This is an optimization exercise on Yosys and OpenROAD, whose aim is small area, a short achievable clock period and few clock cycles per item, not a production implementation.
Only simulation tests tie the RTL to the original design; equivalence was not proved.
The clock port is modelled as an ideal driver, which makes a skipped or thinned clock tree look cheaper than it is; a real chip needs a root buffer or a tree.
Power figures rest on the tool's default switching activity, not on a simulated workload.

quartz:
==> flow/design.v (excerpt) <==
module reorder(
    input  wire clk,
    input  wire rst,
    output wire  [9:0] granule_ch0_read_addr,
    input  wire [17:0] granule_ch0_read_data,
    output wire        granule_ch0_write_enable,
    output wire  [9:0] granule_ch0_write_addr,
    output wire [17:0] granule_ch0_write_data,
    output wire  [9:0] granule_ch1_read_addr,
    input  wire [17:0] granule_ch1_read_data,
    output wire        granule_ch1_write_enable,
    output wire  [9:0] granule_ch1_write_addr,
    output wire [17:0] granule_ch1_write_data,
    input  wire  [1:0] header_sampling_frequency,
    input  wire  [1:0] sideinfo_ch0_block_type,
    input  wire        sideinfo_ch0_window_switching_flag,
    input  wire        sideinfo_ch0_mixed_block_flag,
    input  wire  [1:0] sideinfo_ch1_block_type,
    input  wire        sideinfo_ch1_window_switching_flag,
    input  wire        sideinfo_ch1_mixed_block_flag,
    input  wire        stage_ready,
    output wire        stage_done
    );
	reg [9:0] idx;       
	reg [9:0] src;       
	reg [1:0] win;       
	reg [3:0] band;      
	reg [5:0] hm1;       
	reg       go;        
	reg       act;       
	reg       busy;      
	reg       done;
	reg [9:0] waddr;     
	reg       perm0, perm1;    
	wire [6:0] wm1  = {hm1, 1'b1};
	wire       win2 = win[1];
	wire       band_end = win2 & (src[7:1] == idx[7:1]);
	wire [9:0] step = win2 ? {2'b11, ~wm1, 1'b1} : {3'd0, wm1};
	wire [9:0] idx_inc;
	wire [9:0] src_sum;
	prefix_add10 inc_i (.a(idx), .b(10'd0), .ci(1'b1), .s(idx_inc));
	prefix_add10 add_s (.a(src), .b(step), .ci(~win2), .s(src_sum));
	reg [5:0] next_hm1;
	always @(*) begin
		case ({header_sampling_frequency, band})
			{2'd0, 4'd0}, {2'd0, 4'd1}, {2'd0, 4'd2}: next_hm1 = 6'd1;
			{2'd0, 4'd3}: next_hm1 = 6'd2;
			{2'd0, 4'd4}: next_hm1 = 6'd3;
			{2'd0, 4'd5}: next_hm1 = 6'd4;
			{2'd0, 4'd6}: next_hm1 = 6'd5;
			{2'd0, 4'd7}: next_hm1 = 6'd6;
			{2'd0, 4'd8}: next_hm1 = 6'd8;
			{2'd0, 4'd9}: next_hm1 = 6'd10;
			{2'd0, 4'd10}: next_hm1 = 6'd14;
			{2'd0, 4'd11}: next_hm1 = 6'd27;
			{2'd1, 4'd0}, {2'd1, 4'd1}, {2'd1, 4'd2}: next_hm1 = 6'd1;
			{2'd1, 4'd3}: next_hm1 = 6'd2;
			{2'd1, 4'd4}: next_hm1 = 6'd2;
  ...
==> flow/config.mk <==
export PLATFORM = sky130hd
export DESIGN_NAME = reorder
export DESIGN_NICKNAME = reorder
export VERILOG_FILES = /design/flow/design.v
export SDC_FILE = /design/flow/constraint.sdc
export NUM_CORES = 4
export LEC_CHECK = 0
export ABC_AREA = 1
export CAP_MARGIN = 20
export CORE_MARGIN = 2
export CORE_UTILIZATION = 40
export PLACE_DENSITY = 0.6
export SETUP_SLACK_MARGIN = 2.4
export SLEW_MARGIN = 20
==> flow/constraint.sdc <==
create_clock -name core_clock -period 4.0 [get_ports {clk}]
set_input_delay 0.8000 -clock core_clock [delete_from_list [all_inputs] [get_ports {clk}]]
set_output_delay 0.8000 -clock core_clock [all_outputs]
set_load 0.01 [all_outputs]
standard.sh (not shown) runs the stock make flow with config.mk's settings and CLKGATE_MAP_FILE= SYNTH_SCRIPT=/design/flow/synth_recipe.tcl, a recipe that flattens the netlist after the stock synthesis.
==> flow/flow/run.sh <==
#!/bin/bash
# Standard layout, with three changes: the smallest buffer on the ports,
# adders left to ABC (no full/half-adder cells), and a clock tree of one
# level of clock buffers (flow/cts_one_buffer.tcl) in place of TritonCTS.
set -euo pipefail
rm -rf scripts
cp -r "$FLOW_HOME/scripts" scripts
python3 - <<'PY'
p = 'scripts/cts.tcl'
s = open(p).read()
old = 'log_cmd clock_tree_synthesis {*}$cts_args'
assert old in s
s = s.replace(old, 'source $::env(ONE_CTS_TCL)')
open(p, 'w').write(s)
PY
export SCRIPTS_DIR="$PWD/scripts"
export ONE_CTS_TCL="$PWD/flow/cts_one_buffer.tcl"
export ONE_CLKPORT=clk
export ONE_CLKBUF=sky130_fd_sc_hd__clkbuf_16
export ONE_CLKGROUPS=2
export BUFFER_PORTS_ARGS="-buffer_cell sky130_fd_sc_hd__buf_1"
export ADDER_MAP_FILE=
bash standard.sh > standard.log 2>&1
==> flow/flow/cts_one_buffer.tcl <==
# Clock tree of one level: the clock port drives ONE_CLKGROUPS (1, 2 or 4)
# clock buffers, each placed at the centre of its group of flip-flops (the
# flip-flops split at the median x, then at the median y).
set cts_block [ord::get_db_block]
set cts_dbu [$cts_block getDbUnitsPerMicron]
set cts_net [[$cts_block findBTerm $::env(ONE_CLKPORT)] getNet]
set cts_netname [$cts_net getName]
set cts_sinks {}
foreach it [$cts_net getITerms] {
  set bb [[$it getInst] getBBox]
  lappend cts_sinks [list [expr {([$bb xMin] + [$bb xMax]) / 2.0 / $cts_dbu}] \
    [expr {([$bb yMin] + [$bb yMax]) / 2.0 / $cts_dbu}] \
    "[[$it getInst] getName]/[[$it getMTerm] getName]"]
}
proc cts_split {sinks idx} {
  set s [lsort -real -index $idx $sinks]
  set h [expr {[llength $s] / 2}]
  return [list [lrange $s 0 [expr {$h - 1}]] [lrange $s $h end]]
}
set cts_groups [list $cts_sinks]
if {$::env(ONE_CLKGROUPS) >= 2} { set cts_groups [cts_split $cts_sinks 0] }
if {$::env(ONE_CLKGROUPS) >= 4} {
  set g {}
  foreach grp $cts_groups { lappend g {*}[cts_split $grp 1] }
  set cts_groups $g
}
set cts_i 0
foreach grp $cts_groups {
  set x 0.0
  set y 0.0
  set pins {}
  foreach s $grp {
    set x [expr {$x + [lindex $s 0]}]
    set y [expr {$y + [lindex $s 1]}]
    lappend pins [get_pins [lindex $s 2]]
  }
  set x [expr {$x / [llength $grp]}]
  set y [expr {$y / [llength $grp]}]
  set buf [sta::sta_to_db_inst [insert_buffer -buffer_cell $::env(ONE_CLKBUF) \
    -net $cts_netname -load_pins $pins -location [list $x $y] \
    -buffer_name clkbuf_one_$cts_i -net_name clknet_one_$cts_i]]
  foreach it [$buf getITerms] {
    if {[$it isOutputSignal]} {
      [$it getNet] setSigType CLOCK
      puts "cts_one_buffer: [$buf getName] at $x $y drives [llength $grp] sinks on [[$it getNet] getName]"
    }
  }
  incr cts_i
}
set_propagated_clock [all_clocks]
Testbench counts of quartz, summed over its fixed seeds: cycles 73,728, granules 128.
--- input diff quartz..indigo ---
- a change of SETUP_SLACK_MARGIN from 2.4 to 2.2
## What came out
Diff quartz -> indigo: register-to-register setup slack -0.04 ns, smallest hold slack -0.012 ns, part of the total power dissipated in combinational logic -3.9 points. Taking quartz over indigo, the total length of routed met2 wires ratio works out to 1.07. Of indigo and quartz, indigo shows the lower switching share of power, with quartz above it. indigo vs quartz, sum of routed wire length over all layers went down by 5.5%. The share of total power in the clock network of indigo exceeds that of quartz by 0.9 points.
Input-level comparison between lagoon and indigo:
- changing SETUP_SLACK_MARGIN from 2.2 to 2.7
## What came out
Diff indigo -> lagoon: layout overhead on the synthesized area higher; first-pass GRT wire length higher; met3 routing resource usage after global routing lower; global-route usage higher; power in sequential cells higher.
Changes observed in lagoon relative to indigo: internal power summed over all cells picked up an extra 18%, area of the mapped netlist comparable.
Final cell area: lagoon above indigo
--- input diff lagoon..maple ---
- SETUP_SLACK_MARGIN: 2.7 -> 1.8
--- outcome ---
- Between maple and lagoon, the basic-gate share of the synthesized area counting and, or, nand and nor cells does not differ in any meaningful way.
- Taking maple as 1.0, lagoon lands at 0.71 on number of fillers in the final layout.
- Measured against each other, maple and lagoon differ in reported leakage power, the lower figure coming from maple.
- Comparing maple with lagoon, the post-placement cell count came out essentially unchanged.
- Delta (maple minus lagoon): total power fell by about 21%; wire length fell by 33%.
- Timing startpoint of the critical path = perm1: lagoon; timing startpoint of the critical path = go: maple
- Of maple and lagoon, the run reporting the lower largest incremental delay on the critical path was lagoon.
- Comparing lagoon against maple, there is no change at all in antenna diode count.
- Clock input transition at the sequential cells of the worst setup and hold paths across maple and lagoon: no real change.
- In the reports for maple and lagoon, the larger first-pass GRT wire length belongs to lagoon.
- Row critical path data required time: maple higher / lagoon lower
Inputs modified between maple and garnet:
- a change of SETUP_SLACK_MARGIN from 1.8 to 2.1
==> notes.md <==
garnet finished every stage and its layout cleared the timing, DRC and antenna checks. Taking maple as the reference, in garnet sequential group share of total power dropped 0.3 points; upper clock frequency limit climbed 23 MHz; total detailed-routing wirelength climbed 1.6%. [compare] base=maple new=garnet: power density over cell area has decreased, final worst slack has increased. Compared with maple, in garnet instance count on the critical path now smaller; hold slack comparable; cts-stage hold buffer count comparable; total power now larger. garnet ended up with idx[2] as its launching instance or port of the critical path; maple ended up with go. The all-layer global routing usage of garnet and that of maple are within noise of each other. As far as area after synthesis goes, garnet and maple are indistinguishable; the numbers are identical.
--- input diff garnet..harbor ---
- SETUP_SLACK_MARGIN now 1.8, was 2.1
diff --git a/flow/flow/run.sh b/flow/flow/run.sh
--- a/flow/flow/run.sh
+++ b/flow/flow/run.sh
@@ -17,6 +17,6 @@
 export ONE_CTS_TCL="$PWD/flow/cts_one_buffer.tcl"
 export ONE_CLKPORT=clk
-export ONE_CLKBUF=sky130_fd_sc_hd__clkbuf_16
-export ONE_CLKGROUPS=2
+export ONE_CLKBUF=sky130_fd_sc_hd__clkbuf_8
+export ONE_CLKGROUPS=4
 export BUFFER_PORTS_ARGS="-buffer_cell sky130_fd_sc_hd__buf_1"
 export ADDER_MAP_FILE=
## What came out
harbor: full flow OK, the timing, DRC and antenna checks passed. Wire length after detailed routing | harbor below garnet. Slew at the pin closest to its max-slew limit ends up lower on garnet. Re share of total power consumed by net switching: harbor is 0.23 points down on garnet. Summary of harbor over garnet: largest net degree at the start of global routing now sits lower; final net count went up; signed area change from the synthesized netlist to the final layout saw a decrease. On global-route wire length before repair, harbor and garnet are neck and neck. For global-route usage, harbor and garnet come out practically identical. Lower critical path depth goes to garnet over harbor.
In every run of this note, the design's own scripts or RTL, not TritonCTS, make the clock network.

-- static timing again, ports no longer ideal --
The flow's constraints put no driver on any port. The routed layouts listed below were extracted and timed again, unchanged, in two steps. Step 1: set_driving_cell puts a clkbuf_16 on clk and a buf_2 on each other input, an assumption about the parent block. Step 2, shift: input delay + t, output delay - t, t = (earliest + latest rising clock arrival at the registers) / 2. This alone moves slack from input paths to output paths. a / b / c = ideal ports / drivers / drivers and shift; a / b = the first two.
run	t (ns)	setup slack, ns	worst hold slack (ns)	clock arrival spread, ns	pins driven straight from the clock port
quartz	0.209	2.238 / 2.186 / 2.239	0.384 / 0.384 / 0.384	0.008 / 0.008	2
indigo	0.205	2.224 / 2.176 / 2.142	0.371 / 0.371 / 0.371	0.007 / 0.008	2
lagoon	0.206	2.187 / 2.140 / 2.221	0.393 / 0.393 / 0.393	0.006 / 0.007	2
maple	0.204	2.112 / 2.097 / 2.112	0.369 / 0.369 / 0.369	0.007 / 0.007	2
garnet	0.204	2.191 / 2.143 / 2.183	0.369 / 0.369 / 0.369	0.006 / 0.006	2
harbor	0.203	2.104 / 2.096 / 2.104	0.367 / 0.367 / 0.367	0.011 / 0.012	4
After both steps setup and hold are still met in every run listed. The setup slack of indigo, which loses most, moves by -0.048 ns with the drivers and by -0.082 ns with both steps.
